What follows belongs to an exercise in optimizing a design on an open flow for small area and a short achievable clock period; a production flow would make more cautious choices. No activity file was given, so power comes from the tool's default toggle rates.

// bnn_layer
module bnn_layer #(
    parameter N = 32,
    parameter NEURONS = 16
)(
    input wire clk,
    input wire rst,
    input wire valid_in,
    input wire [N-1:0] input_vector,
    input wire [NEURONS*N-1:0] weights_flat,
    input wire [8*NEURONS-1:0] thresholds_flat,
    output wire [NEURONS-1:0] output_vector,
    output wire valid_out,
    output wire [8*NEURONS-1:0] debug_popcounts
);
==> module neuron_unit, before the edit <==
module neuron_unit (
    input wire clk,
    input wire [31:0] inputs,
    input wire [31:0] weights,
    input wire [7:0] threshold,
    output wire out,
    output wire [5:0] popcount
);
    wire [31:0] x = ~(inputs ^ weights);
    wire [6:0] thr0 = {|threshold[7:6], threshold[5:0]};
    wire n1;
    wire n2;
    wire n3;
    wire n4;
    wire n5;
    wire n6;
    wire n7;
    wire n8;
    wire n9;
    wire n10;
    wire n11;
    wire n12;
    wire n13;
    wire n14;
    wire n15;
    wire n16;
    wire n17;
    wire n18;
    wire n19;
    wire n20;
    wire n21;
    wire n22;
    wire n23;
    wire n24;
    wire n25;
    wire n26;
    wire n27;
    wire n28;
    wire n29;
    wire n30;
    wire n31;
    wire n32;
    wire n33;
    wire n34;
    wire n35;
    wire n36;
    wire n37;
    wire n38;
    wire n39;
    wire n40;
    wire n41;
    wire n42;
    wire n43;
    wire n44;
    wire n45;
    wire n46;
    wire n47;
    wire n48;
    wire n49;
    wire n50;
    wire n51;
    wire n52;
    wire n53;
    wire n54;
    wire n55;
    wire n56;
    wire n57;
    wire n58;
    wire n59;
    wire n60;
    wire n61;
    wire n62;
    reg r0_n31;
    reg r0_n43;
    reg r0_n45;
    reg r0_n44;
    reg r0_n49;
    reg r0_n46;
    reg r0_n48;
    reg r0_n50;
    reg [6:0] r0_thr;
    fa_cell un1 (.a(x[0]), .b(x[10]), .c(x[11]), .s(n1), .co(n2));
    fa_cell un3 (.a(x[12]), .b(x[13]), .c(x[14]), .s(n3), .co(n4));
    fa_cell un5 (.a(x[15]), .b(x[16]), .c(x[17]), .s(n5), .co(n6));
    fa_cell un7 (.a(x[18]), .b(x[19]), .c(x[1]), .s(n7), .co(n8));
    fa_cell un9 (.a(x[20]), .b(x[21]), .c(x[22]), .s(n9), .co(n10));
    fa_cell un11 (.a(x[23]), .b(x[24]), .c(x[25]), .s(n11), .co(n12));
    fa_cell un13 (.a(x[26]), .b(x[27]), .c(x[28]), .s(n13), .co(n14));
    fa_cell un15 (.a(x[29]), .b(x[2]), .c(x[30]), .s(n15), .co(n16));
    fa_cell un17 (.a(x[31]), .b(x[3]), .c(x[4]), .s(n17), .co(n18));
    fa_cell un19 (.a(x[5]), .b(x[6]), .c(x[7]), .s(n19), .co(n20));
    fa_cell un21 (.a(x[8]), .b(x[9]), .c(n1), .s(n21), .co(n22));
    fa_cell un23 (.a(n11), .b(n13), .c(n15), .s(n23), .co(n24));
    fa_cell un25 (.a(n17), .b(n19), .c(n3), .s(n25), .co(n26));
    fa_cell un27 (.a(n5), .b(n7), .c(n9), .s(n27), .co(n28));
    fa_cell un29 (.a(n21), .b(n23), .c(n25), .s(n29), .co(n30));
    ha_cell un31 (.a(n27), .b(n29), .s(n31), .co(n32));
    fa_cell un33 (.a(n10), .b(n12), .c(n14), .s(n33), .co(n34));
    fa_cell un35 (.a(n16), .b(n18), .c(n2), .s(n35), .co(n36));
    fa_cell un37 (.a(n20), .b(n4), .c(n6), .s(n37), .co(n38));
    fa_cell un39 (.a(n8), .b(n22), .c(n24), .s(n39), .co(n40));
    fa_cell un41 (.a(n26), .b(n28), .c(n33), .s(n41), .co(n42));
    fa_cell un43 (.a(n35), .b(n37), .c(n30), .s(n43), .co(n44));
    fa_cell un45 (.a(n39), .b(n41), .c(n32), .s(n45), .co(n46));
    fa_cell un47 (.a(n34), .b(n36), .c(n38), .s(n47), .co(n48));
    fa_cell un49 (.a(n40), .b(n42), .c(n47), .s(n49), .co(n50));
    ha_cell un51 (.a(r0_n43), .b(r0_n45), .s(n51), .co(n52));
    fa_cell un53 (.a(r0_n44), .b(r0_n46), .c(r0_n49), .s(n53), .co(n54));
    ha_cell un55 (.a(n52), .b(n53), .s(n55), .co(n56));
    fa_cell un57 (.a(r0_n48), .b(r0_n50), .c(n54), .s(n57), .co(n58));
    ha_cell un59 (.a(n56), .b(n57), .s(n59), .co(n60));
    ha_cell un61 (.a(n58), .b(n60), .s(n61), .co(n62));
    always @(posedge clk) begin
        r0_n31 <= n31;
        r0_n43 <= n43;
        r0_n45 <= n45;
        r0_n44 <= n44;
        r0_n49 <= n49;
        r0_n46 <= n46;
        r0_n48 <= n48;
        r0_n50 <= n50;
        r0_thr <= thr0;
    end
    wire [5:0] p = {n62, n61, n59, n55, n51, r0_n31};
    wire [6:0] g;
    assign g[0] = 1'b1;
    genvar k;
    generate for (k = 0; k < 6; k = k + 1) begin : cmp
        assign g[k+1] = (p[k] & ~r0_thr[k]) | (p[k] & g[k]) | (~r0_thr[k] & g[k]);
    end endgenerate
    wire fire = ~r0_thr[6] & g[6];
    assign out = fire;
    assign popcount = p;
endmodule
Settings: LEC_CHECK=0, CAP_MARGIN=20, CORE_AREA=2 2 288 288, DIE_AREA=0 0 290 290, SLEW_MARGIN=20, SYNTH_HIERARCHICAL=1, SYNTH_MINIMUM_KEEP_SIZE=0; clock period 9.0 ns.
standard.sh (not shown) runs the stock make flow with config.mk's settings and CLKGATE_MAP_FILE= SYNTH_SCRIPT=/design/flow/synth_recipe.tcl, a recipe that flattens the netlist after the stock synthesis.
==> flow/flow/run.sh <==
#!/bin/bash
# Own layout flow: the standard flow (standard synthesis unchanged), with the
# port buffers made from the smallest buffer cell instead of the resizer's default.
set -euo pipefail
export BUFFER_PORTS_ARGS="-buffer_cell sky130_fd_sc_hd__buf_1"
bash standard.sh finish > flow_standard.log 2>&1 || { tail -50 flow_standard.log; exit 1; }
tail -5 flow_standard.log
Rerun with:
--- a/flow/design.v
+++ b/flow/design.v
@@ -68,19 +68,18 @@
     wire n58;
     wire n59;
     wire n60;
     wire n61;
     wire n62;
     reg r0_n31;
-    reg r0_n43;
-    reg r0_n45;
-    reg r0_n44;
-    reg r0_n49;
-    reg r0_n46;
+    reg r0_n47;
     reg r0_n48;
+    reg r0_n53;
     reg r0_n50;
+    reg r0_n52;
+    reg r0_n54;
     reg [6:0] r0_thr;
     fa_cell un1 (.a(x[0]), .b(x[10]), .c(x[11]), .s(n1), .co(n2));
     fa_cell un3 (.a(x[12]), .b(x[13]), .c(x[14]), .s(n3), .co(n4));
     fa_cell un5 (.a(x[15]), .b(x[16]), .c(x[17]), .s(n5), .co(n6));
     fa_cell un7 (.a(x[18]), .b(x[19]), .c(x[1]), .s(n7), .co(n8));
     fa_cell un9 (.a(x[20]), .b(x[21]), .c(x[22]), .s(n9), .co(n10));
@@ -99,32 +98,31 @@
     fa_cell un35 (.a(n16), .b(n18), .c(n2), .s(n35), .co(n36));
     fa_cell un37 (.a(n20), .b(n4), .c(n6), .s(n37), .co(n38));
     fa_cell un39 (.a(n8), .b(n22), .c(n24), .s(n39), .co(n40));
     fa_cell un41 (.a(n26), .b(n28), .c(n33), .s(n41), .co(n42));
     fa_cell un43 (.a(n35), .b(n37), .c(n30), .s(n43), .co(n44));
     fa_cell un45 (.a(n39), .b(n41), .c(n32), .s(n45), .co(n46));
-    fa_cell un47 (.a(n34), .b(n36), .c(n38), .s(n47), .co(n48));
-    fa_cell un49 (.a(n40), .b(n42), .c(n47), .s(n49), .co(n50));
-    ha_cell un51 (.a(r0_n43), .b(r0_n45), .s(n51), .co(n52));
-    fa_cell un53 (.a(r0_n44), .b(r0_n46), .c(r0_n49), .s(n53), .co(n54));
-    ha_cell un55 (.a(n52), .b(n53), .s(n55), .co(n56));
-    fa_cell un57 (.a(r0_n48), .b(r0_n50), .c(n54), .s(n57), .co(n58));
+    ha_cell un47 (.a(n43), .b(n45), .s(n47), .co(n48));
+    fa_cell un49 (.a(n34), .b(n36), .c(n38), .s(n49), .co(n50));
+    fa_cell un51 (.a(n40), .b(n42), .c(n49), .s(n51), .co(n52));
+    fa_cell un53 (.a(n44), .b(n51), .c(n46), .s(n53), .co(n54));
+    ha_cell un55 (.a(r0_n48), .b(r0_n53), .s(n55), .co(n56));
+    fa_cell un57 (.a(r0_n50), .b(r0_n52), .c(r0_n54), .s(n57), .co(n58));
     ha_cell un59 (.a(n56), .b(n57), .s(n59), .co(n60));
     ha_cell un61 (.a(n58), .b(n60), .s(n61), .co(n62));
     always @(posedge clk) begin
         r0_n31 <= n31;
-        r0_n43 <= n43;
-        r0_n45 <= n45;
-        r0_n44 <= n44;
-        r0_n49 <= n49;
-        r0_n46 <= n46;
+        r0_n47 <= n47;
         r0_n48 <= n48;
+        r0_n53 <= n53;
         r0_n50 <= n50;
+        r0_n52 <= n52;
+        r0_n54 <= n54;
         r0_thr <= thr0;
     end
-    wire [5:0] p = {n62, n61, n59, n55, n51, r0_n31};
+    wire [5:0] p = {n62, n61, n59, n55, r0_n47, r0_n31};
     wire [6:0] g;
     assign g[0] = 1'b1;
     genvar k;
     generate for (k = 0; k < 6; k = k + 1) begin : cmp
         assign g[k+1] = (p[k] & ~r0_thr[k]) | (p[k] & g[k]) | (~r0_thr[k] & g[k]);
     end endgenerate
What happened: Worst setup slack degrades by 0.098 ns. Design area shrinks slightly. Power drops by a few percent. Wire length is lower slightly. Combinational power drops by a few percent. Clock-buffer cell count drops by 6. Non-clock buffer count falls by 1. Via count shrinks slightly. Critical path depth decreases by 1. First-iteration DRC count climbs by a quarter to a third. Global-route usage stays flat. Die area is unchanged. Utilization falls by 0.54 points.
No functional check of the RTL was part of any run of this note.

bnn_layer, a different RTL version from the one above (not shown whole).
For scale: ~260 flip-flops, about 22000 um2 of cells after synthesis.
==> module neuron_unit, before the edit <==
module neuron_unit (
    input wire clk,
    input wire [31:0] inputs,
    input wire [31:0] weights,
    input wire [7:0] threshold,
    output wire out,
    output wire [5:0] popcount
);
    wire [31:0] x = ~(inputs ^ weights);
    wire [6:0] thr0 = {|threshold[7:6], threshold[5:0]};
    wire n1;
    wire n2;
    wire n3;
    wire n4;
    wire n5;
    wire n6;
    wire n7;
    wire n8;
    wire n9;
    wire n10;
    wire n11;
    wire n12;
    wire n13;
    wire n14;
    wire n15;
    wire n16;
    wire n17;
    wire n18;
    wire n19;
    wire n20;
    wire n21;
    wire n22;
    wire n23;
    wire n24;
    wire n25;
    wire n26;
    wire n27;
    wire n28;
    wire n29;
    wire n30;
    wire n31;
    wire n32;
    wire n33;
    wire n34;
    wire n35;
    wire n36;
    wire n37;
    wire n38;
    wire n39;
    wire n40;
    wire n41;
    wire n42;
    wire n43;
    wire n44;
    wire n45;
    wire n46;
    wire n47;
    wire n48;
    wire n49;
    wire n50;
    wire n51;
    wire n52;
    wire n53;
    wire n54;
    wire n55;
    wire n56;
    wire n57;
    wire n58;
    wire n59;
    wire n60;
    wire n61;
    wire n62;
    reg r0_n31;
    reg r0_n39;
    reg r0_n41;
    reg r0_n32;
    reg r0_n43;
    reg r0_n44;
    reg r0_n47;
    reg r0_n46;
    reg r0_n48;
    reg [6:0] r0_thr;
    fa_cell un1 (.a(x[0]), .b(x[10]), .c(x[11]), .s(n1), .co(n2));
    fa_cell un3 (.a(x[12]), .b(x[13]), .c(x[14]), .s(n3), .co(n4));
    fa_cell un5 (.a(x[15]), .b(x[16]), .c(x[17]), .s(n5), .co(n6));
    fa_cell un7 (.a(x[18]), .b(x[19]), .c(x[1]), .s(n7), .co(n8));
    fa_cell un9 (.a(x[20]), .b(x[21]), .c(x[22]), .s(n9), .co(n10));
    fa_cell un11 (.a(x[23]), .b(x[24]), .c(x[25]), .s(n11), .co(n12));
    fa_cell un13 (.a(x[26]), .b(x[27]), .c(x[28]), .s(n13), .co(n14));
    fa_cell un15 (.a(x[29]), .b(x[2]), .c(x[30]), .s(n15), .co(n16));
    fa_cell un17 (.a(x[31]), .b(x[3]), .c(x[4]), .s(n17), .co(n18));
    fa_cell un19 (.a(x[5]), .b(x[6]), .c(x[7]), .s(n19), .co(n20));
    fa_cell un21 (.a(x[8]), .b(x[9]), .c(n1), .s(n21), .co(n22));
    fa_cell un23 (.a(n11), .b(n13), .c(n15), .s(n23), .co(n24));
    fa_cell un25 (.a(n17), .b(n19), .c(n3), .s(n25), .co(n26));
    fa_cell un27 (.a(n5), .b(n7), .c(n9), .s(n27), .co(n28));
    fa_cell un29 (.a(n21), .b(n23), .c(n25), .s(n29), .co(n30));
    ha_cell un31 (.a(n27), .b(n29), .s(n31), .co(n32));
    fa_cell un33 (.a(n10), .b(n12), .c(n14), .s(n33), .co(n34));
    fa_cell un35 (.a(n16), .b(n18), .c(n2), .s(n35), .co(n36));
    fa_cell un37 (.a(n20), .b(n4), .c(n6), .s(n37), .co(n38));
    fa_cell un39 (.a(n8), .b(n22), .c(n24), .s(n39), .co(n40));
    fa_cell un41 (.a(n26), .b(n28), .c(n33), .s(n41), .co(n42));
    fa_cell un43 (.a(n35), .b(n37), .c(n30), .s(n43), .co(n44));
    fa_cell un45 (.a(n34), .b(n36), .c(n38), .s(n45), .co(n46));
    fa_cell un47 (.a(n40), .b(n42), .c(n45), .s(n47), .co(n48));
    fa_cell un49 (.a(r0_n32), .b(r0_n39), .c(r0_n41), .s(n49), .co(n50));
    ha_cell un51 (.a(r0_n43), .b(n49), .s(n51), .co(n52));
    fa_cell un53 (.a(r0_n44), .b(r0_n47), .c(n50), .s(n53), .co(n54));
    ha_cell un55 (.a(n52), .b(n53), .s(n55), .co(n56));
    fa_cell un57 (.a(r0_n46), .b(r0_n48), .c(n54), .s(n57), .co(n58));
    ha_cell un59 (.a(n56), .b(n57), .s(n59), .co(n60));
    ha_cell un61 (.a(n58), .b(n60), .s(n61), .co(n62));
    always @(posedge clk) begin
        r0_n31 <= n31;
        r0_n39 <= n39;
        r0_n41 <= n41;
        r0_n32 <= n32;
        r0_n43 <= n43;
        r0_n44 <= n44;
        r0_n47 <= n47;
        r0_n46 <= n46;
        r0_n48 <= n48;
        r0_thr <= thr0;
    end
    wire [5:0] p = {n62, n61, n59, n55, n51, r0_n31};
    wire [6:0] g;
    assign g[0] = 1'b1;
    genvar k;
    generate for (k = 0; k < 6; k = k + 1) begin : cmp
        assign g[k+1] = (p[k] & ~r0_thr[k]) | (p[k] & g[k]) | (~r0_thr[k] & g[k]);
    end endgenerate
    wire fire = ~r0_thr[6] & g[6];
    assign out = fire;
    assign popcount = p;
endmodule
Settings: LEC_CHECK=0, CAP_MARGIN=20, CORE_AREA=2 2 288 288, DIE_AREA=0 0 290 290, SLEW_MARGIN=20, SYNTH_HIERARCHICAL=1, SYNTH_MINIMUM_KEEP_SIZE=0; clock period 9.0 ns.
Scripts as last shown in full above: flow/flow/run.sh
Rerun with:
--- a/flow/design.v
+++ b/flow/design.v
@@ -1,13 +1,13 @@
 module neuron_unit (
     input wire clk,
     input wire [31:0] inputs,
     input wire [31:0] weights,
     input wire [7:0] threshold,
-    output wire out,
-    output wire [5:0] popcount
+    output reg out,
+    output reg [5:0] popcount
 );
     wire [31:0] x = ~(inputs ^ weights);
     wire [6:0] thr0 = {|threshold[7:6], threshold[5:0]};
     wire n1;
     wire n2;
     wire n3;
@@ -67,22 +67,12 @@
     wire n57;
     wire n58;
     wire n59;
     wire n60;
     wire n61;
     wire n62;
-    reg r0_n31;
-    reg r0_n39;
-    reg r0_n41;
-    reg r0_n32;
-    reg r0_n43;
-    reg r0_n44;
-    reg r0_n47;
-    reg r0_n46;
-    reg r0_n48;
-    reg [6:0] r0_thr;
     fa_cell un1 (.a(x[0]), .b(x[10]), .c(x[11]), .s(n1), .co(n2));
     fa_cell un3 (.a(x[12]), .b(x[13]), .c(x[14]), .s(n3), .co(n4));
     fa_cell un5 (.a(x[15]), .b(x[16]), .c(x[17]), .s(n5), .co(n6));
     fa_cell un7 (.a(x[18]), .b(x[19]), .c(x[1]), .s(n7), .co(n8));
     fa_cell un9 (.a(x[20]), .b(x[21]), .c(x[22]), .s(n9), .co(n10));
     fa_cell un11 (.a(x[23]), .b(x[24]), .c(x[25]), .s(n11), .co(n12));
@@ -99,43 +89,33 @@
     fa_cell un33 (.a(n10), .b(n12), .c(n14), .s(n33), .co(n34));
     fa_cell un35 (.a(n16), .b(n18), .c(n2), .s(n35), .co(n36));
     fa_cell un37 (.a(n20), .b(n4), .c(n6), .s(n37), .co(n38));
     fa_cell un39 (.a(n8), .b(n22), .c(n24), .s(n39), .co(n40));
     fa_cell un41 (.a(n26), .b(n28), .c(n33), .s(n41), .co(n42));
     fa_cell un43 (.a(n35), .b(n37), .c(n30), .s(n43), .co(n44));
-    fa_cell un45 (.a(n34), .b(n36), .c(n38), .s(n45), .co(n46));
-    fa_cell un47 (.a(n40), .b(n42), .c(n45), .s(n47), .co(n48));
-    fa_cell un49 (.a(r0_n32), .b(r0_n39), .c(r0_n41), .s(n49), .co(n50));
-    ha_cell un51 (.a(r0_n43), .b(n49), .s(n51), .co(n52));
-    fa_cell un53 (.a(r0_n44), .b(r0_n47), .c(n50), .s(n53), .co(n54));
-    ha_cell un55 (.a(n52), .b(n53), .s(n55), .co(n56));
-    fa_cell un57 (.a(r0_n46), .b(r0_n48), .c(n54), .s(n57), .co(n58));
+    fa_cell un45 (.a(n39), .b(n41), .c(n32), .s(n45), .co(n46));
+    ha_cell un47 (.a(n43), .b(n45), .s(n47), .co(n48));
+    fa_cell un49 (.a(n34), .b(n36), .c(n38), .s(n49), .co(n50));
+    fa_cell un51 (.a(n40), .b(n42), .c(n49), .s(n51), .co(n52));
+    fa_cell un53 (.a(n44), .b(n51), .c(n46), .s(n53), .co(n54));
+    ha_cell un55 (.a(n48), .b(n53), .s(n55), .co(n56));
+    fa_cell un57 (.a(n50), .b(n52), .c(n54), .s(n57), .co(n58));
     ha_cell un59 (.a(n56), .b(n57), .s(n59), .co(n60));
     ha_cell un61 (.a(n58), .b(n60), .s(n61), .co(n62));
-    always @(posedge clk) begin
-        r0_n31 <= n31;
-        r0_n39 <= n39;
-        r0_n41 <= n41;
-        r0_n32 <= n32;
-        r0_n43 <= n43;
-        r0_n44 <= n44;
-        r0_n47 <= n47;
-        r0_n46 <= n46;
-        r0_n48 <= n48;
-        r0_thr <= thr0;
-    end
-    wire [5:0] p = {n62, n61, n59, n55, n51, r0_n31};
+    wire [5:0] p = {n62, n61, n59, n55, n47, n31};
     wire [6:0] g;
     assign g[0] = 1'b1;
     genvar k;
     generate for (k = 0; k < 6; k = k + 1) begin : cmp
-        assign g[k+1] = (p[k] & ~r0_thr[k]) | (p[k] & g[k]) | (~r0_thr[k] & g[k]);
+        assign g[k+1] = (p[k] & ~thr0[k]) | (p[k] & g[k]) | (~thr0[k] & g[k]);
     end endgenerate
-    wire fire = ~r0_thr[6] & g[6];
-    assign out = fire;
-    assign popcount = p;
+    wire fire = ~thr0[6] & g[6];
+    always @(posedge clk) begin
+        out <= fire;
+        popcount <= p;
+    end
 endmodule
 module fa_cell (input wire a, input wire b, input wire c, output wire s, output wire co);
     assign s = a ^ b ^ c;
     assign co = (a & b) | (a & c) | (b & c);
 endmodule
 module ha_cell (input wire a, input wire b, output wire s, output wire co);
Combinational power climbs by about 65%.
Non-clock buffer count drops by 2.
Total power climbs by 24%.
Die area does not change.
Area after synthesis drops by 16%.
Sequential power drops by about 44%.
Core utilization drops by 4.3 points.
Synthesized cell count drops by 14%.
Clock-buffer cell count drops by 30.
Via count drops by about 5.6%.
Critical path depth climbs by 6.
Setup slack is worse by 1.4 ns.
Design area drops by 13%.
Sequential cell count drops by 144.
No functional check of the RTL was part of any run of this note.

what the ideal ports hide:
No port has a modelled driver above. Below, the same layouts with a new extraction and two added sets of constraints. Step 1, drivers: a clkbuf_16 drives clk and a buf_2 each remaining input, both assumed. Step 2 adds t to the input delays and takes it off the output delays; t is the mean of the earliest and latest rising clock arrival at the registers after step 1. Input paths then give back, and output paths get back, about the clock's delay inside the block. Slacks: no drivers / after step 1 / after step 2; pairs: no drivers / after step 1.
| run | t (ns) | setup slack, ns | clock arrival spread, ns | worst register clock-pin slew, ns | pins driven straight from the clock port |
|---|---|---|---|---|---|
| the first run of note 1 | 0.613 | 3.971 / 3.901 / 3.714 | 0.028 / 0.027 | 0.06 / 0.06 | 1 |
| the second run of note 1 | 0.677 | 3.873 / 3.916 / 3.239 | 0.030 / 0.030 | 0.07 / 0.07 | 1 |
| the first run of note 2 | 0.609 | 3.528 / 3.466 / 3.927 | 0.032 / 0.033 | 0.07 / 0.07 | 1 |
| the second run of note 2 | 0.569 | 2.109 / 2.144 / 1.575 | 0.018 / 0.019 | 0.07 / 0.07 | 1 |
After both steps setup and hold are still met in every run listed. For the second run of note 1, which loses most, drivers alone change the setup slack by +0.043 ns; drivers and shift together by -0.634 ns.
